Context: an optimization exercise on an open-source flow, tuned for small area. The choices shown serve that exercise and are no tape-out recipe.
Function was checked by simulation only, so behaviour that the tests miss may differ from the original.

==> inputs of 01-09 <==
// feed_forward_neural_network_top
module feed_forward_neural_network_top #(parameter
    BITS_PER_WORD = 32,
    INPUT_VECTOR_COUNT = 1,
    INPUT_VECTOR_SIZE=2,
    INPUT_WORD_SIZE=1,
    HIDDEN_LAYER_SIZE = 2,
    OUTPUT_VECTOR_SIZE = 1,
    BIAS_SIZE = 1,
    CLOG2_MAX_WEIGHTS_N = 2,
    CLOG2_MAX_WEIGHTS_M = 2
) (
    input clk,
    input reset_n,
    input weights_en,
    input [0:0] weights_layer_address,
    input [CLOG2_MAX_WEIGHTS_N-1:0] weights_n_address,
    input [CLOG2_MAX_WEIGHTS_M-1:0] weights_m_address,
    input signed [BITS_PER_WORD-1:0] weights_data,
    input in_en,
    input[INPUT_VECTOR_SIZE-1:0] in_data,
    output reg out_en,
    output reg[(BITS_PER_WORD * OUTPUT_VECTOR_SIZE)-1:0] out_data
);
==> flow/config.mk <==
export PLATFORM = sky130hd
export DESIGN_NAME = feed_forward_neural_network_top
export DESIGN_NICKNAME = feed_forward_neural_network_top
export VERILOG_FILES = /design/flow/design.v
export SDC_FILE = /design/flow/constraint.sdc
export NUM_CORES = 4
export LEC_CHECK = 0
export ABC_AREA = 1
export CAP_MARGIN = 20
export CORE_MARGIN = 2
export CORE_UTILIZATION = 40
export SLEW_MARGIN = 20
export SYNTH_HIERARCHICAL = 1
==> flow/constraint.sdc <==
create_clock -name core_clock -period 20.0 [get_ports {clk}]
set_input_delay 4.0000 -clock core_clock [delete_from_list [all_inputs] [get_ports {clk}]]
set_output_delay 4.0000 -clock core_clock [all_outputs]
set_load 0.01 [all_outputs]
standard.sh (not shown) runs the stock make flow with config.mk's settings and CLKGATE_MAP_FILE= SYNTH_SCRIPT=/design/flow/synth_recipe.tcl, a recipe that flattens the netlist after the stock synthesis.
==> flow/flow/run.sh <==
#!/bin/bash
# The standard layout, except that ABC maps the combinational logic with an
# area-oriented script (flow/abc_area.script, selected by ABC_AREA=1) instead of
# ORFS's delay-driven one. Everything else is ORFS's own scripts, unchanged.
set -euo pipefail
work=$(pwd)
rm -rf "$work/scripts"
cp -r "$FLOW_HOME/scripts" "$work/scripts"
cp "$work/flow/abc_area.script" "$work/scripts/abc_area.script"
bash "$work/standard.sh" SCRIPTS_DIR="$work/scripts" finish > "$work/standard.log" 2>&1
==> flow/flow/abc_area.script <==
&get -n
&st
&dch
&nf -R 1000
&put
==> 06-07 (differences from 01-09) <==
==> flow/flow/run.sh (replaced) <==
#!/bin/bash
# The standard layout, except that ABC maps the combinational logic with an
# area-oriented script (flow/abc_area.script, selected by ABC_AREA=1) instead of
# ORFS's delay-driven one, and the port buffers are the smallest buffer cell.
# Everything else is ORFS's own scripts, unchanged.
set -euo pipefail
work=$(pwd)
rm -rf "$work/scripts"
cp -r "$FLOW_HOME/scripts" "$work/scripts"
cp "$work/flow/abc_area.script" "$work/scripts/abc_area.script"
bash "$work/standard.sh" SCRIPTS_DIR="$work/scripts" BUFFER_PORTS_ARGS="-buffer_cell sky130_fd_sc_hd__buf_1" finish > "$work/standard.log" 2>&1
--- a/flow/config.mk
+++ b/flow/config.mk
@@ -6,8 +6,11 @@
 export NUM_CORES = 4
 export LEC_CHECK = 0
 export ABC_AREA = 1
-export CAP_MARGIN = 20
+export CAP_MARGIN = 5
 export CORE_MARGIN = 2
-export CORE_UTILIZATION = 40
-export SLEW_MARGIN = 20
+export CORE_UTILIZATION = 52
+export CTS_BUF_LIST = sky130_fd_sc_hd__clkbuf_4 sky130_fd_sc_hd__clkbuf_8
+export CTS_CLUSTER_DIAMETER = 80
+export CTS_CLUSTER_SIZE = 14
+export SLEW_MARGIN = 5
 export SYNTH_HIERARCHICAL = 1
==> 11-15 (differences from 01-09) <==
--- a/flow/config.mk
+++ b/flow/config.mk
@@ -6,8 +6,9 @@
 export NUM_CORES = 4
 export LEC_CHECK = 0
 export ABC_AREA = 1
-export CAP_MARGIN = 20
+export CAP_MARGIN = 5
 export CORE_MARGIN = 2
-export CORE_UTILIZATION = 40
-export SLEW_MARGIN = 20
+export CORE_UTILIZATION = 65
+export CTS_BUF_LIST = sky130_fd_sc_hd__clkbuf_2 sky130_fd_sc_hd__clkbuf_4
+export SLEW_MARGIN = 5
 export SYNTH_HIERARCHICAL = 1
==> comparison table <==
|  | 06-07 | 01-09 | 11-15 |
|---|---|---|---|
| Run status | no timing/DRC/antenna violations | no timing/DRC/antenna violations | no timing/DRC/antenna violations |
| Clock buffers | 32 | 45 | 114 |
| All-layer global routing usage | 0.404 | 0.315 | 0.508 |
| Depth of the worst register-to-register path | 48 | 50 | 49 |
| N_taps | 1243 | 1612 | 969 |
| Top achievable clock speed | 0.0526 GHz | 0.0523 GHz | 0.0519 GHz |
| Summed area of non-filler cells in the final layout | 0.0526 sq mm | 0.0542 sq mm | 0.0532 sq mm |
| Minimum clock period after layout | 19.01 ns | 19.11 ns | 19.26 ns |
| Global-route track usage on met3 | 0.165 | 0.134 | 0.272 |
| Final weighted congestion of routability-driven global placement | 1.04 | 1.00 | 1.06 |
| Sequential cell area share | 0.177 | 0.172 | 0.175 |
| Root buffer cell | clkbuf_8 | clkbuf_16 | clkbuf_4 |
| Global-route track usage on met2 | 0.590 | 0.456 | 0.710 |

* * *

==> inputs of run a <==
feed_forward_neural_network_top, a different RTL version from the one above (not shown whole).
// feed_forward_neural_network_top
module feed_forward_neural_network_top #(parameter
    BITS_PER_WORD = 32,
    INPUT_VECTOR_COUNT = 1,
    INPUT_VECTOR_SIZE=2,
    INPUT_WORD_SIZE=1,
    HIDDEN_LAYER_SIZE = 2,
    OUTPUT_VECTOR_SIZE = 1,
    BIAS_SIZE = 1,
    CLOG2_MAX_WEIGHTS_N = 2,
    CLOG2_MAX_WEIGHTS_M = 2
) (
    input clk,
    input reset_n,
    input weights_en,
    input [0:0] weights_layer_address,
    input [CLOG2_MAX_WEIGHTS_N-1:0] weights_n_address,
    input [CLOG2_MAX_WEIGHTS_M-1:0] weights_m_address,
    input signed [BITS_PER_WORD-1:0] weights_data,
    input in_en,
    input[INPUT_VECTOR_SIZE-1:0] in_data,
    output reg out_en,
    output reg[(BITS_PER_WORD * OUTPUT_VECTOR_SIZE)-1:0] out_data
);
reg [31:0] w1_00, w1_01, w1_10, w1_11, w1_20, w1_21;
reg [31:0] w2_0, w2_1, w2_2;
wire wr1 = reset_n & weights_en & ~weights_layer_address[0] & ~weights_m_address[1];
wire wr2 = reset_n & weights_en &  weights_layer_address[0] & (weights_m_address == 2'd0);
always @(posedge clk) begin
    if (wr1 && weights_n_address == 2'd0 && !weights_m_address[0]) w1_00 <= weights_data;
    if (wr1 && weights_n_address == 2'd0 &&  weights_m_address[0]) w1_01 <= weights_data;
    if (wr1 && weights_n_address == 2'd1 && !weights_m_address[0]) w1_10 <= weights_data;
    if (wr1 && weights_n_address == 2'd1 &&  weights_m_address[0]) w1_11 <= weights_data;
    if (wr1 && weights_n_address == 2'd2 && !weights_m_address[0]) w1_20 <= weights_data;
    if (wr1 && weights_n_address == 2'd2 &&  weights_m_address[0]) w1_21 <= weights_data;
    if (wr2 && weights_n_address == 2'd0) w2_0 <= weights_data;
    if (wr2 && weights_n_address == 2'd1) w2_1 <= weights_data;
    if (wr2 && weights_n_address == 2'd2) w2_2 <= weights_data;
end
  ...
Settings: LEC_CHECK=0, ABC_AREA=1, CAP_MARGIN=5, CORE_MARGIN=2, CORE_UTILIZATION=52, CTS_BUF_LIST=sky130_fd_sc_hd__clkbuf_4 sky130_fd_sc_hd__clkbuf_8, CTS_CLUSTER_DIAMETER=80, CTS_CLUSTER_SIZE=14, PLACE_DENSITY=0.75, SLEW_MARGIN=5, SYNTH_HIERARCHICAL=1; clock period 20.0 ns.
==> flow/flow/run.sh <==
#!/bin/bash
# The standard layout, except that ABC maps the combinational logic with an
# area-oriented script (flow/abc_area.script, selected by ABC_AREA=1) instead of
# ORFS's delay-driven one, and the port buffers are the smallest buffer cell.
# Everything else is ORFS's own scripts, unchanged.
set -euo pipefail
work=$(pwd)
rm -rf "$work/scripts"
cp -r "$FLOW_HOME/scripts" "$work/scripts"
cp "$work/flow/abc_area.script" "$work/scripts/abc_area.script"
bash "$work/standard.sh" SCRIPTS_DIR="$work/scripts" BUFFER_PORTS_ARGS="-buffer_cell sky130_fd_sc_hd__buf_1" finish > "$work/standard.log" 2>&1
Scripts as last shown in full above: flow/flow/abc_area.script
==> run b: changes against run a <==
CORE_UTILIZATION = 58   (was 52)
PLACE_DENSITY = default   (was 0.75)
==> summary of the runs <==
Synthesized cell count is the same in run a and run b.
Of run b and run a, run a has the higher setup slack (gap 120 ps).
Maximum frequency: run b is smaller than run a (0.60%).
Of run a and run b, run a has the higher first-iteration DRC count (gap 7.7%, measured against run b).
Clock-buffer cell count: run a is lower than run b (3).

* * *

==> inputs of fjord <==
feed_forward_neural_network_top again, from the RTL that the note above started with.
export LEC_CHECK = 0
export ABC_AREA = 1
export CAP_MARGIN = 5
export CORE_MARGIN = 2
export CORE_UTILIZATION = 52
export CTS_BUF_LIST = sky130_fd_sc_hd__clkbuf_4 sky130_fd_sc_hd__clkbuf_8
export CTS_CLUSTER_DIAMETER = 90
export CTS_CLUSTER_SIZE = 17
export SLEW_MARGIN = 5
export SYNTH_HIERARCHICAL = 1
create_clock -name core_clock -period 20.0 [get_ports {clk}]
Scripts as last shown in full above: flow/flow/run.sh, flow/flow/abc_area.script
==> inputs of nickel, as changes to fjord <==
CTS_CLUSTER_DIAMETER = 80   (was 90)
CTS_CLUSTER_SIZE = 14   (was 17)
==> inputs of ember, as changes to fjord <==
CTS_CLUSTER_DIAMETER = 80   (was 90)
CTS_CLUSTER_SIZE = 14   (was 17)
PLACE_DENSITY_LB_ADDON = 0.05   (was unset)
==> impl_metrics.csv <==
group,metric,value,unit
sta,slew-limit-headroom,-0.04106,
worst_setup_path,path_depth,54,
run,cap_violations,1,
route,post_detailed_route_via_to_cell_ratio,6.995,
route,drtPass1Iterations,6,
route,drt-total-wl,185200,µm
run_status,failed_layout_checks,"capacitance limit, slew limit",
sta,max_slew_vio_count,15,
worst_setup_path,critical_path_arrival,19.83,ns
run_status,outcome,"complete, but fails checks",
Source of the figures above: fjord

==> impl_metrics.csv <==
group,metric,value,unit
cts,cts_hold_repair.buffers,0,
worst_setup_path,setup.worst_path.end,"out_data[30]",
worst_setup_path,path_depth,54,
run,cap_violations,0,
run_status,outcome,"no timing/DRC/antenna violations",
synth,synthArstFlopShare,0,
worst_setup_path,critical_path_arrival,19.94,ns
finish,layout.area.top_class,"multi-input gates",
route,drt-total-wl,190600,µm
worst_setup_path,cpMostUsedCell,"fa_1",
die,io-pin-count,76,
finish,seq_cell_count,321,
sta,max_slew_vio_count,0,
finish,layout.cells.non_filler,5414,
place,place_hpwl,134200,µm
die,placement_rows,110,
Source of the figures above: ember

==> impl_metrics.csv <==
group,metric,value,unit
run_status,outcome,"no timing/DRC/antenna violations",
worst_setup_path,path_depth,55,
run,cap_violations,0,
route,drtPass1Iterations,8,
sta,slew-limit-headroom,0.1271,
synth,syn-instance-count,3904,
route,drt-total-wl,185000,µm
global_route,wire_length_of_the_first_global_routing_pass,272200,µm
route,post_detailed_route_via_to_cell_ratio,7.001,
Source of the figures above: nickel


* * *

==> inputs of raven <==
RTL: one of the versions met above, not the one the previous note started from.
## feed_forward_neural_network_top
module feed_forward_neural_network_top #(parameter
    BITS_PER_WORD = 32,
    INPUT_VECTOR_COUNT = 1,
    INPUT_VECTOR_SIZE=2,
    INPUT_WORD_SIZE=1,
    HIDDEN_LAYER_SIZE = 2,
    OUTPUT_VECTOR_SIZE = 1,
    BIAS_SIZE = 1,
    CLOG2_MAX_WEIGHTS_N = 2,
    CLOG2_MAX_WEIGHTS_M = 2
) (
    input clk,
    input reset_n,
    input weights_en,
    input [0:0] weights_layer_address,
    input [CLOG2_MAX_WEIGHTS_N-1:0] weights_n_address,
    input [CLOG2_MAX_WEIGHTS_M-1:0] weights_m_address,
    input signed [BITS_PER_WORD-1:0] weights_data,
    input in_en,
    input[INPUT_VECTOR_SIZE-1:0] in_data,
    output reg out_en,
    output reg[(BITS_PER_WORD * OUTPUT_VECTOR_SIZE)-1:0] out_data
);
export LEC_CHECK = 0
export ABC_AREA = 1
export CAP_MARGIN = 5
export CORE_MARGIN = 2
export CORE_UTILIZATION = 40
export CTS_BUF_LIST = sky130_fd_sc_hd__clkbuf_4 sky130_fd_sc_hd__clkbuf_8
export CTS_CLUSTER_DIAMETER = 80
export CTS_CLUSTER_SIZE = 14
export SLEW_MARGIN = 5
export SYNTH_HIERARCHICAL = 1
create_clock -name core_clock -period 20.0 [get_ports {clk}]
==> flow/flow/run.sh <==
#!/bin/bash
# The standard layout, except that ABC maps the combinational logic with an
# area-oriented script (flow/abc_area.script, selected by ABC_AREA=1) instead of
# ORFS's delay-driven one, the port buffers are the smallest buffer cell, and the
# resizer repairs with the smaller buffers only (the platform's don't-use list plus
# buf_4 and up). Everything else is ORFS's own scripts, unchanged.
set -euo pipefail
work=$(pwd)
rm -rf "$work/scripts"
cp -r "$FLOW_HOME/scripts" "$work/scripts"
cp "$work/flow/abc_area.script" "$work/scripts/abc_area.script"
dont_use=" sky130_fd_sc_hd__probe_p_8 sky130_fd_sc_hd__probec_p_8 sky130_fd_sc_hd__lpflow_bleeder_1 sky130_fd_sc_hd__lpflow_clkbufkapwr_1 sky130_fd_sc_hd__lpflow_clkbufkapwr_16 sky130_fd_sc_hd__lpflow_clkbufkapwr_2 sky130_fd_sc_hd__lpflow_clkbufkapwr_4 sky130_fd_sc_hd__lpflow_clkbufkapwr_8 sky130_fd_sc_hd__lpflow_clkinvkapwr_1 sky130_fd_sc_hd__lpflow_clkinvkapwr_16 sky130_fd_sc_hd__lpflow_clkinvkapwr_2 sky130_fd_sc_hd__lpflow_clkinvkapwr_4 sky130_fd_sc_hd__lpflow_clkinvkapwr_8 sky130_fd_sc_hd__lpflow_decapkapwr_12 sky130_fd_sc_hd__lpflow_decapkapwr_3 sky130_fd_sc_hd__lpflow_decapkapwr_4 sky130_fd_sc_hd__lpflow_decapkapwr_6 sky130_fd_sc_hd__lpflow_decapkapwr_8 sky130_fd_sc_hd__lpflow_inputiso0n_1 sky130_fd_sc_hd__lpflow_inputiso0p_1 sky130_fd_sc_hd__lpflow_inputiso1n_1 sky130_fd_sc_hd__lpflow_inputiso1p_1 sky130_fd_sc_hd__lpflow_inputisolatch_1 sky130_fd_sc_hd__lpflow_isobufsrc_1 sky130_fd_sc_hd__lpflow_isobufsrc_16 sky130_fd_sc_hd__lpflow_isobufsrc_2 sky130_fd_sc_hd__lpflow_isobufsrc_4 sky130_fd_sc_hd__lpflow_isobufsrc_8 sky130_fd_sc_hd__lpflow_isobufsrckapwr_16 sky130_fd_sc_hd__lpflow_lsbuf_lh_hl_isowell_tap_1 sky130_fd_sc_hd__lpflow_lsbuf_lh_hl_isowell_tap_2 sky130_fd_sc_hd__lpflow_lsbuf_lh_hl_isowell_tap_4 sky130_fd_sc_hd__lpflow_lsbuf_lh_isowell_4 sky130_fd_sc_hd__lpflow_lsbuf_lh_isowell_tap_1 sky130_fd_sc_hd__lpflow_lsbuf_lh_isowell_tap_2 sky130_fd_sc_hd__lpflow_lsbuf_lh_isowell_tap_4 #  sky130_fd_sc_hd__buf_4 sky130_fd_sc_hd__buf_6 sky130_fd_sc_hd__buf_8 sky130_fd_sc_hd__buf_12 sky130_fd_sc_hd__buf_16"
bash "$work/standard.sh" SCRIPTS_DIR="$work/scripts" BUFFER_PORTS_ARGS="-buffer_cell sky130_fd_sc_hd__buf_1" DONT_USE_CELLS="$dont_use" finish > "$work/standard.log" 2>&1
Scripts as last shown in full above: flow/flow/abc_area.script
==> juniper: changes against raven <==
==> flow/flow/run.sh (replaced) <==
#!/bin/bash
# The standard layout, except that ABC maps the combinational logic with an
# area-oriented script (flow/abc_area.script, selected by ABC_AREA=1) instead of
# ORFS's delay-driven one. Everything else is ORFS's own scripts, unchanged.
set -euo pipefail
work=$(pwd)
rm -rf "$work/scripts"
cp -r "$FLOW_HOME/scripts" "$work/scripts"
cp "$work/flow/abc_area.script" "$work/scripts/abc_area.script"
bash "$work/standard.sh" SCRIPTS_DIR="$work/scripts" finish > "$work/standard.log" 2>&1
==> zinc: changes against raven <==
==> flow/flow/run.sh (replaced) <==
#!/bin/bash
# The standard layout, except that ABC maps the combinational logic with an
# area-oriented script (flow/abc_area.script, selected by ABC_AREA=1) instead of
# ORFS's delay-driven one, and the port buffers are the smallest buffer cell.
# Everything else is ORFS's own scripts, unchanged.
set -euo pipefail
work=$(pwd)
rm -rf "$work/scripts"
cp -r "$FLOW_HOME/scripts" "$work/scripts"
cp "$work/flow/abc_area.script" "$work/scripts/abc_area.script"
bash "$work/standard.sh" SCRIPTS_DIR="$work/scripts" BUFFER_PORTS_ARGS="-buffer_cell sky130_fd_sc_hd__buf_1" finish > "$work/standard.log" 2>&1
--- a/flow/config.mk
+++ b/flow/config.mk
@@ -14,2 +14,3 @@
 export CTS_CLUSTER_SIZE = 14
+export GPL_TIMING_DRIVEN = 0
 export SLEW_MARGIN = 5
==> comparison table <==
Run status: raven finished clean; zinc finished clean; juniper finished clean
Proportion of layout cells with a drive suffix above 1: raven 5.12%; zinc 9.00%; juniper 7.22%
Pre-CTS setup slack: raven 0.0943 ns; zinc -2.66 ns; juniper 0.194 ns
Slowest cell on the critical path: raven sky130_fd_sc_hd__mux2i_2; zinc sky130_fd_sc_hd__fa_1; juniper sky130_fd_sc_hd__fa_1
Wire length per cell after detailed routing: raven 33.0 um; zinc 32.1 um; juniper 32.8 um
Final Wtd Congestion: raven 1.02; zinc 0.970; juniper 1.00
Post-layout nets: raven 5356; zinc 5345; juniper 5347
Total routing resource utilization after global routing: raven 31.4%; zinc 30.7%; juniper 31.5%
Non-filler cells, final: raven 5854; zinc 5837; juniper 5841
Area of placed instances: raven 53100 um2; zinc 54800 um2; juniper 52900 um2
Routed wl met2: raven 82.1 mm; zinc 81.9 mm; juniper 80.3 mm

-- static timing again, ports no longer ideal --
In the flow no input, the clock included, has a driving cell. The finished layouts below were timed again as built, in two steps. Step 1 assumes that a clkbuf_16 drives the clock port and a buf_2 every other input. Step 2 also shifts input and output timing later by t, the mid clock arrival at the registers, as if the neighbouring blocks saw the same clock. Slacks: ideal ports / drivers / drivers and shift; pairs: ideal ports / drivers.
run | shift t [ns] | setup slack, ns | hold slack, ns | latest minus earliest clock arrival (ns) | worst data-port slew with drivers (ns)
01-09 | 0.684 | 0.887 / 0.931 / 0.247 | 0.470 / 0.470 / 0.470 | 0.064 / 0.064 | 0.03
06-07 | 0.797 | 0.992 / 1.038 / 0.241 | 0.456 / 0.456 / 0.456 | 0.098 / 0.098 | 0.04
11-15 | 0.919 | 0.736 / 0.776 / -0.144 | 0.460 / 0.460 / 0.460 | 0.109 / 0.109 | 0.09
run a | 0.784 | 0.854 / 0.895 / 0.111 | 0.459 / 0.459 / 0.459 | 0.078 / 0.079 | 0.10
run b | 0.728 | 0.738 / 0.774 / 0.046 | 0.455 / 0.455 / 0.455 | 0.072 / 0.071 | 0.06
fjord | 0.781 | 0.833 / 0.886 / 0.105 | 0.474 / 0.474 / 0.474 | 0.076 / 0.077 | 0.08
nickel | 0.793 | 0.866 / 0.917 / 0.124 | 0.471 / 0.471 / 0.471 | 0.098 / 0.097 | 0.09
ember | 0.807 | 0.747 / 0.790 / -0.017 | 0.457 / 0.457 / 0.457 | 0.056 / 0.056 | 0.06
raven | 0.803 | 0.777 / 0.823 / 0.020 | 0.474 / 0.474 / 0.474 | 0.041 / 0.042 | 0.06
juniper | 0.733 | 0.864 / 0.904 / 0.171 | 0.472 / 0.472 / 0.472 | 0.092 / 0.092 | 0.03
zinc | 0.802 | 0.670 / 0.684 / -0.118 | 0.480 / 0.480 / 0.480 | 0.047 / 0.046 | 0.05
Met with ideal ports but missed after step 2: setup timing in 11-15, ember and zinc. The setup slack of 11-15, which loses most, moves by +0.040 ns with the drivers and by -0.880 ns with both steps.
